This design comes from an exercise in tuning for small area on the open sky130 flow, not from production work. For this run, only the layout was checked, not whether the RTL still works.

### design/flow/flow/synth.tcl
proc abc {args} {
  set i [lsearch -exact $args -script]
  if {$i >= 0} { set args [lreplace $args $i [expr {$i+1}] -script $::env(MY_ABC_SCRIPT)] }
  yosys abc {*}$args
}
source $::env(FLOW_WORK)/synth_recipe.tcl
### design/flow/config.mk
export PLATFORM = sky130hd
export DESIGN_NAME = Ascon_Encryption_upper
export DESIGN_NICKNAME = Ascon_Encryption_upper
export VERILOG_FILES = /design/flow/design.v
export SDC_FILE = /design/flow/constraint.sdc
export NUM_CORES = 4
export LEC_CHECK = 0
export CAP_MARGIN = 20
export CORE_MARGIN = 2
export CORE_UTILIZATION = 45
export CTS_BUF_LIST = sky130_fd_sc_hd__clkbuf_16
export CTS_CLUSTER_DIAMETER = 100
export CTS_CLUSTER_SIZE = 24
export PLACE_DENSITY = 0.6
export SLEW_MARGIN = 20
### design/flow/flow/run.sh
#!/bin/bash
# Own layout flow: the standard ORFS flow (standard.sh) with these changes:
#  * IO pins may sit one routing track apart (place_pins -min_distance 1 track), so the
#    1285 ports do not set the die size;
#  * the port buffers that placement inserts on every input and output are buf_1 cells;
#  * floorplan does not size up gates for timing before placement (REMOVE_ABC_BUFFERS=1:
#    there, unplaced high-fanout nets look slow and make it upsize hundreds of gates).
# Each tool's full output is in orfs/logs/ (ORFS) and flow_*.log here.
set -euo pipefail
W=$(pwd)
export FLOW_WORK="$W"
export MY_ABC_SCRIPT="$W/flow/abc_area.script"
export BUFFER_PORTS_ARGS="-buffer_cell sky130_fd_sc_hd__buf_1"
export PLACE_PINS_ARGS="-min_distance 1 -min_distance_in_tracks"
export REMOVE_ABC_BUFFERS=1
bash standard.sh SYNTH_SCRIPT="$W/flow/synth.tcl" \
  "BUFFER_PORTS_ARGS=-buffer_cell sky130_fd_sc_hd__buf_1" \
  "PLACE_PINS_ARGS=-min_distance 1 -min_distance_in_tracks" REMOVE_ABC_BUFFERS=1 finish > "$W/flow_standard.log" 2>&1
### design/flow/standard.sh
#!/bin/bash
# synth_recipe.tcl (not shown) runs the flow's synth.tcl, then flattens the netlist and writes it again
# the make line also repeats each setting of config.mk as NAME=value (left out here)
make -C /OpenROAD-flow-scripts/flow DESIGN_CONFIG=/design/flow/config.mk WORK_HOME=/design/flow/orfs CLKGATE_MAP_FILE= SYNTH_SCRIPT=/design/flow/synth_recipe.tcl "${@:-finish}"
### design/flow/design.v
module PCaddconstant(r, c);
    input [3:0] r;
    output [7:0] c;
    assign c = {~r, r};
endmodule
module PSsubstitutionlayer(sin, sout);
    input [319:0] sin;
    output [319:0] sout;
    wire [63:0] x0 = sin[319:256], x1 = sin[255:192], x2 = sin[191:128],
                x3 = sin[127:64], x4 = sin[63:0];
    wire [63:0] a0 = x0 ^ x4, a1 = x1, a2 = x2 ^ x1, a3 = x3, a4 = x4 ^ x3;
    wire [63:0] c0 = a0 ^ (~a1 & a2);
    wire [63:0] c1 = a1 ^ (~a2 & a3);
    wire [63:0] c2 = a2 ^ (~a3 & a4);
    wire [63:0] c3 = a3 ^ (~a4 & a0);
    wire [63:0] c4 = a4 ^ (~a0 & a1);
    assign sout = {c0 ^ c4, c1 ^ c0, ~c2, c3 ^ c2, c4};
endmodule
module PLlineardiffusion(sin, sout);
    input [319:0] sin;
    output [319:0] sout;
    wire [63:0] x0 = sin[319:256], x1 = sin[255:192], x2 = sin[191:128],
                x3 = sin[127:64], x4 = sin[63:0];
    wire [63:0] b0 = x0 ^ {x0[18:0], x0[63:19]} ^ {x0[27:0], x0[63:28]};
    wire [63:0] b1 = x1 ^ {x1[60:0], x1[63:61]} ^ {x1[38:0], x1[63:39]};
    wire [63:0] b2 = x2 ^ {x2[0:0],  x2[63:1]}  ^ {x2[5:0],  x2[63:6]};
    wire [63:0] b3 = x3 ^ {x3[9:0],  x3[63:10]} ^ {x3[16:0], x3[63:17]};
    wire [63:0] b4 = x4 ^ {x4[6:0],  x4[63:7]}  ^ {x4[40:0], x4[63:41]};
    assign sout = {b0, b1, b2, b3, b4};
endmodule
module Permutation(sin, sout);
    input [319:0] sin;
    output [319:0] sout;
    wire [319:0] d;
    PSsubstitutionlayer P2(sin, d);
    PLlineardiffusion P3(d, sout);
endmodule
module counter(clk, rst, count);
    input clk, rst;
    output reg [6:0] count;
    always @(posedge clk)
        if (rst)
            count <= 7'd1;
        else if (count != 7'd127)
            count <= count + 7'd1;
endmodule
module Ascon_Encryption(count, Encryption, Decryption, Hashing, z,
                        ld, sA, sP, sPad, drep, kK, kF, kT, dsep, byp, clr, en, six);
    input [6:0] count;
    input Encryption, Decryption, Hashing, z;
    output ld, sPad, drep, kK, kF, kT, dsep, byp, clr, six;
    output [3:0] sA, sP, en;
    wire aead = Encryption | Decryption;
    wire [6:0] c = count;
    assign ld    = c == 7'd1;
    assign sA[0] = aead & (c == 7'd13);
    assign sA[1] = aead & (c == 7'd19);
    assign sA[2] = aead & (c == 7'd25);
    assign sA[3] = aead & (c == 7'd31);
    assign sP[0] = aead & (c == 7'd43) | Hashing & ld;
    assign sP[1] = aead & (c == 7'd49) | Hashing & (c == 7'd13);
    assign sP[2] = aead & (c == 7'd55) | Hashing & (c == 7'd25);
    assign sP[3] = aead & (c == 7'd61) | Hashing & (c == 7'd37);
    assign sPad  = aead & ((c == 7'd37) | (c == 7'd67)) | Hashing & (c == 7'd49);
    assign drep  = Decryption & ((c == 7'd43) | (c == 7'd49) | (c == 7'd55) | (c == 7'd61));
    assign kK    = aead & ((c == 7'd13) | (c == 7'd79));
    assign kF    = aead & (c == 7'd67);
    assign kT    = aead & ((c == 7'd80) | (c == 7'd81));
    assign dsep  = aead & (c == 7'd43);
    assign byp   = (c >= 7'd97) | aead & (c >= 7'd79);
    assign clr   = Decryption & (c == 7'd81) & z;
    assign en[0] = aead & (c == 7'd43) | Hashing & (c == 7'd61) | clr;
    assign en[1] = aead & (c == 7'd49) | Hashing & (c == 7'd73) | clr;
    assign en[2] = aead & (c == 7'd55) | Hashing & (c == 7'd85) | clr;
    assign en[3] = aead & (c == 7'd61) | Hashing & (c == 7'd97) | clr;
    assign six   = aead & (c >= 7'd12) & (c < 7'd66);
endmodule
module Ascon_Encryption_upper(clk,rst,Encryption,C,T,Decryption,Hashing,K,N,A,P,Tin);
    input clk, rst, Encryption, Decryption, Hashing;
    input [127:0] K, N, Tin;
    input [255:0] A, P;
    output reg [255:0] C;
    output reg [127:0] T;
    localparam [63:0]  IV  = 64'h80400c0600000000;
    localparam [63:0]  PAD = 64'h8000000000000000;
    localparam [319:0] HIV = 320'hee9398aadb67f03d8bb21831c60f1002b48a92db98d5da6243189921b8f8e3e8348fa5c9d525e140;
    wire [6:0] count;
    counter c1(clk, rst, count);
    reg [191:0] sh;
    reg [3:0] r;
    wire z = |T;
    wire ld, sPad, drep, kK, kF, kT, dsep, byp, clr, six;
    wire [3:0] sA, sP, en;
    Ascon_Encryption A1(count, Encryption, Decryption, Hashing, z,
                        ld, sA, sP, sPad, drep, kK, kF, kT, dsep, byp, clr, en, six);
    wire [63:0] din = {64{sA[0]}} & A[255:192] | {64{sA[1]}} & A[191:128] |
                      {64{sA[2]}} & A[127:64]  | {64{sA[3]}} & A[63:0] |
                      {64{sP[0]}} & P[255:192] | {64{sP[1]}} & P[191:128] |
                      {64{sP[2]}} & P[127:64]  | {64{sP[3]}} & P[63:0] |
                      {64{sPad}} & PAD;
    wire [63:0] s0 = sh[191:128], s1 = sh[127:64], s2 = sh[63:0];
    wire [63:0] y  = (s0 & {64{~clr}}) ^ din;
    wire ldA = ld & ~Hashing, ldH = ld & Hashing;
    wire kx = kF | ldA;
    wire [63:0] u0 = (s0 & {64{~(ld | drep | clr)}}) ^ din ^ ({64{ldA}} & IV) ^ ({64{ldH}} & HIV[319:256]);
    wire [63:0] u1 = (s1 & {64{~ld}}) ^ ({64{kx}} & K[127:64]) ^ ({64{ldH}} & HIV[255:192]);
    wire [63:0] u2 = (s2 & {64{~ld}}) ^ ({64{kx}} & K[63:0])   ^ ({64{ldH}} & HIV[191:128]);
    wire [63:0] u3 = (T[127:64] & {64{~ld}}) ^ ({64{kK}} & K[127:64] | {64{kT}} & Tin[127:64] | {64{ldA}} & N[127:64] | {64{ldH}} & HIV[127:64]);
    wire [63:0] u4 = (T[63:0] & {64{~ld}}) ^ ({64{kK}} & K[63:0] | {64{kT}} & Tin[63:0] | {64{ldA}} & N[63:0] | {64{ldH}} & HIV[63:0]) ^ {63'd0, dsep};
    wire [7:0] rc;
    PCaddconstant P1(r, rc);
    wire [319:0] v;
    Permutation P4({u0, u1, u2 ^ {56'd0, rc}, u3, u4}, v);
    always @(posedge clk) begin
        sh <= v[319:128];
        T  <= byp ? {u3, u4} : v[127:0];
        if (rst)
            r <= 4'd0;
        else if (r == 4'd11)
            r <= six ? 4'd6 : 4'd0;
        else
            r <= r + 4'd1;
        if (en[0]) C[255:192] <= y;
        if (en[1]) C[191:128] <= y;
        if (en[2]) C[127:64]  <= y;
        if (en[3]) C[63:0]    <= y;
    end
endmodule
### design/flow/flow/abc_area.script
&get -n
&st
&dch
&nf -R 1000
&put
topo
### design/flow/constraint.sdc
create_clock -name core_clock -period 10.0 [get_ports {clk}]
set_input_delay 2.0000 -clock core_clock [delete_from_list [all_inputs] [get_ports {clk}]]
set_output_delay 2.0000 -clock core_clock [all_outputs]
set_load 0.01 [all_outputs]
==> impl_summary.log <==
[metrics] quantity of hold-fixing buffers added after cts: 0
[metrics] Seq. cell area: 14300 um2
[metrics] endpoint class of the critical path: flip-flop
[metrics] mean routed wirelength per cell: 32.2 um
[metrics] antenna violations before repair: 27
[metrics] Met1 Wirelength: between 70000 and 80000 um
[metrics] number of global-route vias before repair: 35500
[metrics] Worst Hold Class: reg -> reg
[metrics] data required time of the critical path: approximately 10 ns
[metrics] share of Yosys cell area claimed by the top area cell type: approximately a fifth
[metrics] Multi-input gate area: roughly 24000 um2
[metrics] Final Cycle Share: between 70% and 80%
[metrics] Top Metal Used: met5
[metrics] WS Path Type: in -> reg
[metrics] post-synthesis average cell area: ~9.8 um2
[metrics] remaining global-route overflow: 0
[metrics] worst setup margin: 2.42 ns
[metrics] pin count of the biggest net entering global routing: 189
[metrics] Yosys warning count: 2
[metrics] CTS max path bufs: 3
[metrics] CTS tree: built
[metrics] number of placed instances, taps included: 6451
[metrics] floorplan die area: 88000 um2
[metrics] setup slack after placement: between 2 and 2.5 ns
[metrics] via density per instance: 5.95
[metrics] Initial Utilization: between 40% and 50%
[metrics] number of enable-type register cells in the synthesized netlist: 256
[metrics] number of non-filler instances in the completed layout: 6548
[metrics] CTS H-tree lvls: 2
[metrics] via count of the routed design: 38900
[metrics] most common cell after layout, fill and taps aside: sky130_fd_sc_hd__buf_1
[metrics] largest cells by area after synthesis: sky130_fd_sc_hd__edfxtp_1 20%, sky130_fd_sc_hd__xnor2_1 20%, sky130_fd_sc_hd__dfxtp_1 17%
[metrics] sequential element share of the synthesized area: 37.1%
[metrics] met2 wire len: just over 90000 um
[metrics] number of gates resized after CTS: 0
[metrics] buffer count from post-CTS setup fixing: 0
[metrics] number of fill cells in the layout: 8150
[metrics] Initial DRC Count: 5891
[metrics] Final Hold Viols: 0
[metrics] highest-count cells in the layout ignoring fill and taps: 1284 x sky130_fd_sc_hd__buf_1, 865 x sky130_fd_sc_hd__xnor2_1, 692 x sky130_fd_sc_hd__nand2_1
[metrics] stage delay of the slowest cell on the critical path: ~0.91 ns
[metrics] ratio of cells with drive above 1 in the final layout: 3.41%
[metrics] placer congestion estimate: 1.10
[metrics] post-synthesis register bit count: between 500 and 600
[metrics] maximum fanout encountered on the critical timing path: 69
[metrics] Area Growth Syn to Fin: 22.2%
[metrics] vertical extent of the die: ~300 um
[metrics] Syn Inst Count: just under 4000
[metrics] final wirelength: around 210000 um
[metrics] detailed placer's ending HPWL: 174000 um
[metrics] proportion of register bits with asynchronous set or reset after synthesis: 0%
[metrics] Global Route Usage Sum: 45.3%
[metrics] number of iterations in the first detailed-routing pass: 22
[metrics] standard cell core area: 85000 um2
[metrics] clock transition time at the flip-flop clock pins of the worst setup and hold paths: ~0.1 ns
[metrics] max frequency: 0.132 GHz
[metrics] total CTS buffers: 35
[metrics] global-route wire length before repair: 276000 um
[metrics] shortest clock period the worst path allows after layout: 7.58 ns
[metrics] setup skew after layout: 0.0320 ns
[metrics] Final Net Count: 6380
[metrics] post-synth cell types: 40
[metrics] final setup violation count: 0
[metrics] Max Cap Violations: 0
[metrics] number of primary I/O pins: 1285
[metrics] cell area after synthesis: 38600 um2
[metrics] Slew headroom: 11.7%
[metrics] setup repair after global routing missed its margin: false
[metrics] critical path startpoint category: input pin
[metrics] total of buffers placed on input and output ports: 1284
[metrics] met3 wire len: approximately 22000 um
[metrics] number of sinks on the clock net: 587
[metrics] Slowest cell on crit path: sky130_fd_sc_hd__xor2_1
[metrics] Min Hold Slack: 0.521 ns
[metrics] Placement Rows: 107
[metrics] most used flip-flop cell after synthesis: sky130_fd_sc_hd__dfxtp_1
[metrics] worst-path cell chain: buf_1, or2_0, and2_2, o21bai_4, buf_4, buf_4, a222oi_1, xor2_1, xnor2_1, xnor2_1, nand2_1, xor2_1, xor2_1, xor2_1, xnor2_1
[metrics] x dimension of the die: 297 um
[metrics] top cell type by total area after synthesis: sky130_fd_sc_hd__edfxtp_1
[metrics] clock root buffer: sky130_fd_sc_hd__clkbuf_16
[metrics] residual antenna-violating net count after detailed routing: 0
[metrics] cell type with the highest occurrence count on the critical path: sky130_fd_sc_hd__xor2_1
[metrics] crit path DAT: roughly 8 ns
[metrics] Max Slew Vio Count: 0
[metrics] clock latency (worst-skew pair): 0.62 ns
[metrics] slew at the pin closest to its max-slew limit: between 1 and 1.5 ns
[metrics] run status: complete, no violations
[metrics] residual DRC count: 0
-- registers in the layout, summed over array words and instances (netlist names) --
register / count
C: 256
T: 128
c1.count: 7
sh: 192
r: 4
-- synth_stat cells, types with 2 or more instances --
cell type,n
sky130_fd_sc_hd__xor2_1,544
sky130_fd_sc_hd__o41ai_1,2
sky130_fd_sc_hd__o21ai_0,106
sky130_fd_sc_hd__nor2_1,113
sky130_fd_sc_hd__mux2i_1,85
sky130_fd_sc_hd__a22oi_1,76
sky130_fd_sc_hd__nand2_1,696
sky130_fd_sc_hd__and2_0,2
sky130_fd_sc_hd__nand3b_1,2
sky130_fd_sc_hd__o21a_1,4
sky130_fd_sc_hd__nor3_1,7
sky130_fd_sc_hd__nand4_1,9
sky130_fd_sc_hd__xnor2_1,875
sky130_fd_sc_hd__nor2b_1,30
sky130_fd_sc_hd__nand3_1,36
sky130_fd_sc_hd__clkinv_1,60
sky130_fd_sc_hd__dfxtp_1,331
sky130_fd_sc_hd__a222oi_1,219
sky130_fd_sc_hd__a31oi_1,49
sky130_fd_sc_hd__a221oi_1,29
sky130_fd_sc_hd__a41oi_1,2
sky130_fd_sc_hd__and3_1,6
sky130_fd_sc_hd__ha_1,132
sky130_fd_sc_hd__edfxtp_1,256
sky130_fd_sc_hd__maj3_1,33
sky130_fd_sc_hd__nor4b_1,2
sky130_fd_sc_hd__a221o_1,9
sky130_fd_sc_hd__a21oi_1,173
sky130_fd_sc_hd__nor4_1,34
-- layer usage --
metal	vias up	global-route usage (%)
met2	2865	70.1
li1	16900	-
met3	631	9.26
met5	-	0
met4	4	32.3
met1	18500	56.2
-- logic make-up (layout without fill, tap and decap cells) --
| family | after synthesis | after routing | share of synthesized area, % |
|---|---|---|---|
| other | 0 | 30 | 0 |
| DFF | 587 | 587 | 37.1 |
| buffers and inverters | 60 | 1501 | 0.584 |
| adders and majority gates | 165 | 165 | 5.14 |
| muxes | 85 | 85 | 2.21 |
| xor gates and xnor gates | 1419 | 1419 | 32.2 |
| and+or+nand+nor | 942 | 942 | 9.92 |
| AOI/OAI and AO/OA | 675 | 675 | 12.8 |
-- per-stage QoR --
step | instance area, um2 | TNS [ns] | util (%)
after floorplan | 38600 | -2139.57 | -
after global placement | 45700 | 0 | 53.8
after detailed placement | 45800 | 0 | 53.9
after CTS | 47000 | 0 | 55.3
after global routing | 47100 | 0 | 55.4
final | 47100 | 0 | 55.4
-- area by class of cell --
class                   count  area share, %
flip-flops and latches    587           30.4
clock inverters            27          0.489
clock buffers              37           1.97
well taps                1144           3.04
diodes                     30          0.159
inverters                  60          0.478
multi-input cells        3286           51.6
repair buffers           1377           11.8
-- critical path, delay by kind of cell --
family                 cells  cell delay (ns)
XOR/XNOR                   7             3.17
AO/OA/AOI/OAI              2             0.39
buffers and inverters      3             1.24
AND/OR/NAND/NOR            3             1.14
-- final timing paths --
path	startpoint	to	slack [ns]	cells past startpoint
max	Decryption	sh[169]$_DFF_P_	2.42	15
min	r[0]$_SDFF_PP0_	r[0]$_SDFF_PP0_	0.52	1
max reg2reg	T[38]$_DFF_P_	T[125]$_DFF_P_	2.75	16
min reg2reg	r[0]$_SDFF_PP0_	r[0]$_SDFF_PP0_	0.52	1

-- separate check: timing with driven ports --
The results above use ideal ports. As a check the final layout listed here was re-extracted and re-timed, cells and wires unchanged. Step 1 assumes that a clkbuf_16 drives the clock port and a buf_2 every other input. Step 2, shift: input delay + t, output delay - t, t = (earliest + latest rising clock arrival at the registers) / 2. This alone moves slack from input paths to output paths. Slacks: ideal ports / drivers / drivers and shift; pairs: ideal ports / drivers.
t (ns): 0.681
setup WS [ns]: 2.416 / 2.415 / 1.734
clock arrival spread, ns: 0.034 / 0.034
After both steps this run still meets setup and hold. For this run, drivers alone change the setup slack by -0.001 ns; drivers and shift together by -0.682 ns.
